This is an optimization exercise on Yosys and OpenROAD, whose aim is small area, not a production implementation.
Function was checked by simulation only, so behaviour that the tests miss may differ from the original.
No activity file was given, so power comes from the tool's default toggle rates.

==> 01-13: inputs <==
## rsb_pixel_top
module rsb_pixel_top (
    input             clock,
    input             reset,         
    input             pixel_ready,   
    input      [ 7:0] x_addr,
    input      [ 8:0] y_addr,
    input      [ 5:0] game_state,
    output reg [15:0] pixel_data
);
    wire [2:0] ci;
    Video_Engine VIDEO_GENERATOR (.x(x_addr), .y(y_addr), .st(game_state), .ci(ci));
    reg [2:0] pix;
    always @ (posedge clock or posedge reset) begin
        if (reset)
            pix <= 3'd0;
        else if (pixel_ready)
            pix <= ci;
    end
    always @* begin
        case (pix)
        3'd0: pixel_data = 16'h0000;
        3'd1: pixel_data = 16'h001F;
        3'd2: pixel_data = 16'h07E0;
        3'd3: pixel_data = 16'hA516;
        3'd4: pixel_data = 16'hDA22;
        3'd5: pixel_data = 16'hF800;
        3'd6: pixel_data = 16'hF81F;
        default: pixel_data = 16'hFFFF;
        endcase
    end
endmodule
Settings: LEC_CHECK=0, CAP_MARGIN=20, CORE_MARGIN=2, CORE_UTILIZATION=40, GPL_TIMING_DRIVEN=0, SLEW_MARGIN=20; clock period 10.0 ns.
standard.sh (not shown) runs the stock make flow with config.mk's settings and CLKGATE_MAP_FILE= SYNTH_SCRIPT=/design/flow/synth_recipe.tcl, a recipe that flattens the netlist after the stock synthesis.
==> flow/flow/run.sh <==
#!/bin/bash
# Layout flow: the standard synthesis, then an area-oriented re-mapping of the
# combinational logic (flip-flops kept as the standard synthesis made them), then the
# standard ORFS flow from floorplan to finish.
set -euo pipefail
WORK=$(pwd)
R=$WORK/orfs/results/$FLOW_PLATFORM/rsb_pixel_top/base
YOSYS=$(command -v yosys || echo "$FLOW_HOME/../tools/install/yosys/bin/yosys")

bash standard.sh synth > "$WORK/log_1_standard_synth.log" 2>&1

cp "$R/1_2_yosys.v" "$WORK/standard_synth.v"
SEQ=$(grep -oE '^ *sky130_fd_sc_hd__(df|edf|sdf|dl|sdl|lpflow_inputisolatch)[a-z0-9_]*' "$WORK/standard_synth.v" | sort -u | tr '\n' ' ')
sed -e "s#@IN@#$WORK/standard_synth.v#" -e "s#@OUT@#$WORK/remapped.v#" \
    -e "s#@ABC@#$WORK/flow/remap.abc#" -e "s#@TOP@#$FLOW_TOP#" \
    -e "s#@LIB@#$FLOW_HOME/platforms/sky130hd/lib/sky130_fd_sc_hd__tt_025C_1v80.lib#g" \
    -e "s#@DONTUSE@#$(cat flow/dont_use.txt | tr '\n' ' ')#" \
    -e "s#@SEQ@#$SEQ#" \
    flow/remap.ys.in > "$WORK/remap.ys"
"$YOSYS" -l "$WORK/log_2_remap.log" -s "$WORK/remap.ys" > /dev/null 2>&1

# the remapped netlist replaces the synthesis result; make rebuilds 1_synth.odb from it
cp "$WORK/remapped.v" "$R/1_2_yosys.v"
rm -f "$R/1_synth.odb" "$R/1_synth.sdc"
bash standard.sh BUFFER_PORTS_ARGS="-buffer_cell sky130_fd_sc_hd__buf_1" finish > "$WORK/log_3_standard_layout.log" 2>&1
test -s "$FLOW_OUT/final.def"
==> flow/flow/remap.abc <==
strash
&get -n
&deepsyn -T 600 -S 1
&put
dch
map -D 5000
topo
Other scripts of this flow, unchanged in this note and not shown: flow/flow/dont_use.txt, flow/flow/remap.ys.in
==> inputs of 01-27, as changes to 01-13 <==
==> flow/flow/remap.abc (replaced) <==
strash
&get -n
&deepsyn -T 600 -S 1
&put
dch
map -D 3000
topo
==> notes <==
- 01-27 finished clean. 01-13 completed with no timing, DRC or antenna violations.
- Between 01-13 and 01-27, the lower area after synthesis is in 01-13 (gap about 10%, measured against 01-27).
- Between 01-27 and 01-13, the lower power is in 01-27 (gap about 2.4%, measured against 01-13).
- Against 01-13, the final area of 01-27 is larger by 5.4%.
- Sequential cell count is the same in 01-13 and 01-27.
- Of 01-13 and 01-27, 01-13 has the higher non-clock buffer count (gap 4).
- Synthesized cell count: 01-27 is larger than 01-13 (9.6%).
- Against 01-27, the via count of 01-13 is lower by 13%.
==> figures <==
Vias in the first global route: 01-27 4288; 01-13 3653
Power per unit of standard cell area: 01-27 124 mW/mm2; 01-13 134 mW/mm2
DP HPWL: 01-27 10.1 mm; 01-13 8.56 mm
Net Count, Synth: 01-27 668; 01-13 612
Capture point of the worst path: 01-27 pix[2]; 01-13 pix[1]
Total routing usage reported by global routing: 01-27 0.281; 01-13 0.266
Post-Place Worst Slack: 01-27 0.589 ns; 01-13 -1.18 ns
Global-route wire length before repair: 01-27 20.4 mm; 01-13 17.0 mm
Resized Gates After CTS: 01-27 0; 01-13 9
Met2 wire len: 01-27 5.41 mm; 01-13 4.87 mm
Met3 wire length: 01-27 1.13 mm; 01-13 837 um
Register fraction of the total cell area: 01-27 0.0211; 01-13 0.0223
Post-Syn Area: 01-27 0.00322 mm2; 01-13 0.00289 mm2
Headroom to the max-slew limit: 01-27 0.297; 01-13 0.357
Outcome: 01-27 finished clean; 01-13 finished clean
Final weighted congestion in routability-driven placement: 01-27 1.01; 01-13 0.966

---

==> trial 46 <==
Starting RTL as in the previous note.
## rsb_pixel_top
module rsb_pixel_top (
    input             clock,
    input             reset,         
    input             pixel_ready,   
    input      [ 7:0] x_addr,
    input      [ 8:0] y_addr,
    input      [ 5:0] game_state,
    output reg [15:0] pixel_data
);
Settings: LEC_CHECK=0, CAP_MARGIN=20, CORE_MARGIN=2, CORE_UTILIZATION=40, GPL_TIMING_DRIVEN=0, SLEW_MARGIN=20; clock period 10.0 ns.
==> flow/flow/dont_use.txt <==
-dont_use sky130_fd_sc_hd__lpflow_bleeder_1
-dont_use sky130_fd_sc_hd__lpflow_clkbufkapwr_1
-dont_use sky130_fd_sc_hd__lpflow_clkbufkapwr_16
-dont_use sky130_fd_sc_hd__lpflow_clkbufkapwr_2
-dont_use sky130_fd_sc_hd__lpflow_clkbufkapwr_4
-dont_use sky130_fd_sc_hd__lpflow_clkbufkapwr_8
-dont_use sky130_fd_sc_hd__lpflow_clkinvkapwr_1
-dont_use sky130_fd_sc_hd__lpflow_clkinvkapwr_16
-dont_use sky130_fd_sc_hd__lpflow_clkinvkapwr_2
-dont_use sky130_fd_sc_hd__lpflow_clkinvkapwr_4
-dont_use sky130_fd_sc_hd__lpflow_clkinvkapwr_8
-dont_use sky130_fd_sc_hd__lpflow_decapkapwr_12
-dont_use sky130_fd_sc_hd__lpflow_decapkapwr_3
-dont_use sky130_fd_sc_hd__lpflow_decapkapwr_4
-dont_use sky130_fd_sc_hd__lpflow_decapkapwr_6
-dont_use sky130_fd_sc_hd__lpflow_decapkapwr_8
-dont_use sky130_fd_sc_hd__lpflow_inputiso0n_1
-dont_use sky130_fd_sc_hd__lpflow_inputiso0p_1
-dont_use sky130_fd_sc_hd__lpflow_inputiso1n_1
-dont_use sky130_fd_sc_hd__lpflow_inputiso1p_1
-dont_use sky130_fd_sc_hd__lpflow_inputisolatch_1
-dont_use sky130_fd_sc_hd__lpflow_isobufsrc_1
-dont_use sky130_fd_sc_hd__lpflow_isobufsrc_16
-dont_use sky130_fd_sc_hd__lpflow_isobufsrc_2
-dont_use sky130_fd_sc_hd__lpflow_isobufsrc_4
-dont_use sky130_fd_sc_hd__lpflow_isobufsrc_8
-dont_use sky130_fd_sc_hd__lpflow_isobufsrckapwr_16
-dont_use sky130_fd_sc_hd__lpflow_lsbuf_lh_hl_isowell_tap_1
-dont_use sky130_fd_sc_hd__lpflow_lsbuf_lh_hl_isowell_tap_2
-dont_use sky130_fd_sc_hd__lpflow_lsbuf_lh_hl_isowell_tap_4
-dont_use sky130_fd_sc_hd__lpflow_lsbuf_lh_isowell_4
-dont_use sky130_fd_sc_hd__lpflow_lsbuf_lh_isowell_tap_1
-dont_use sky130_fd_sc_hd__lpflow_lsbuf_lh_isowell_tap_2
-dont_use sky130_fd_sc_hd__lpflow_lsbuf_lh_isowell_tap_4
-dont_use sky130_fd_sc_hd__probe_p_8
-dont_use sky130_fd_sc_hd__probec_p_8
==> flow/flow/remap.abc <==
strash
&get -n
&deepsyn -T 600 -S 1
&put
dch
map -D 4000
topo
==> flow/flow/remap.ys.in <==
# Area-oriented re-mapping of the standard synthesis's combinational logic.
read_liberty -ignore_miss_func @LIB@
read_verilog @IN@
hierarchy -top @TOP@
# the flip-flops stay as they are: same cells, same instance names
blackbox @SEQ@
flatten
hierarchy -top @TOP@
opt_clean -purge
stat
abc -liberty @LIB@ @DONTUSE@ -script @ABC@
# cell port directions for the checks below
read_liberty -lib -overwrite @LIB@
opt_clean -purge
hilomap -singleton -hicell sky130_fd_sc_hd__conb_1 HI -locell sky130_fd_sc_hd__conb_1 LO
insbuf -buf sky130_fd_sc_hd__buf_4 A X
splitnets
rename -hide w:*
opt_clean -purge
check -assert
stat -liberty @LIB@
write_verilog -noattr -nohex -nodec @OUT@
Scripts as last shown in full above: flow/flow/run.sh
==> build 38: changes against trial 46 <==
==> flow/flow/remap.abc (replaced) <==
strash
&get -n
&deepsyn -T 600 -S 1
&put
dch
map -D 6000
topo
==> qor summary <==
Run status: build 38 finished clean; trial 46 finished clean
First-pass GRT wire length: build 38 17400 microns; trial 46 18600 microns
Worst Path Buf+Inv: build 38 5; trial 46 4
Minimum hold slack: build 38 0.630 ns; trial 46 0.652 ns
Initial standard-cell utilization of the core: build 38 0.408; trial 46 0.407
Total of plain and repair buffers excluding clock buffers: build 38 73; trial 46 57
Final-layout clock-cell area share: build 38 0.0127; trial 46 0.0131
Post-Synthesis Net Count: build 38 624; trial 46 659
Max IR drop VDD: build 38 49.6 uV; trial 46 101 uV
Start point of the worst hold path: build 38 pix[1]; trial 46 pix[0]
Power share of the clock group: build 38 0.076; trial 46 0.077
Largest fanout on the critical path: build 38 8; trial 46 10
DIE WIDTH: build 38 89.3 microns; trial 46 92.0 microns
Power dissipated by switching net loads: build 38 280 uW; trial 46 288 uW
Setup slack of the worst register-to-register path: build 38 8.97 ns; trial 46 9.12 ns
Area used by multi-input combinational logic: build 38 2460 sq um; trial 46 2530 sq um
Non-clock buffer share: build 38 0.112; trial 46 0.0796
Combinational group power: build 38 409 uW; trial 46 402 uW

[static timing again, ports no longer ideal]
How much do the figures lean on ideal ports? The routed layouts below were timed once more, with nothing changed but the port constraints. Step 1 (the two cells are an assumption about what drives the block):
set clk [get_ports {clock}]
set_driving_cell -lib_cell sky130_fd_sc_hd__clkbuf_16 $clk
set_driving_cell -lib_cell sky130_fd_sc_hd__buf_2 [delete_from_list [all_inputs] $clk]
Step 2 adds t to the input delays and takes it off the output delays; t is the mean of the earliest and latest rising clock arrival at the registers after step 1. Input paths then give back, and output paths get back, about the clock's delay inside the block. Three values: ideal, step 1, step 2; two values: the first two.
run | t (ns) | setup slack, ns | hold WS [ns] | worst data-port slew with drivers (ns) | pins driven straight from the clock port
01-13 | 0.240 | 0.611 / 0.609 / 0.368 | 0.664 / 0.664 / 0.664 | 0.03 | 1
01-27 | 0.233 | 0.922 / 0.921 / 0.688 | 0.647 / 0.647 / 0.647 | 0.04 | 1
trial 46 | 0.232 | 0.762 / 0.760 / 0.529 | 0.652 / 0.652 / 0.652 | 0.04 | 1
build 38 | 0.233 | 0.630 / 0.627 / 0.394 | 0.630 / 0.630 / 0.630 | 0.03 | 1
After both steps setup and hold are still met in every run listed. For 01-13, which loses most, drivers alone change the setup slack by -0.002 ns; drivers and shift together by -0.243 ns.
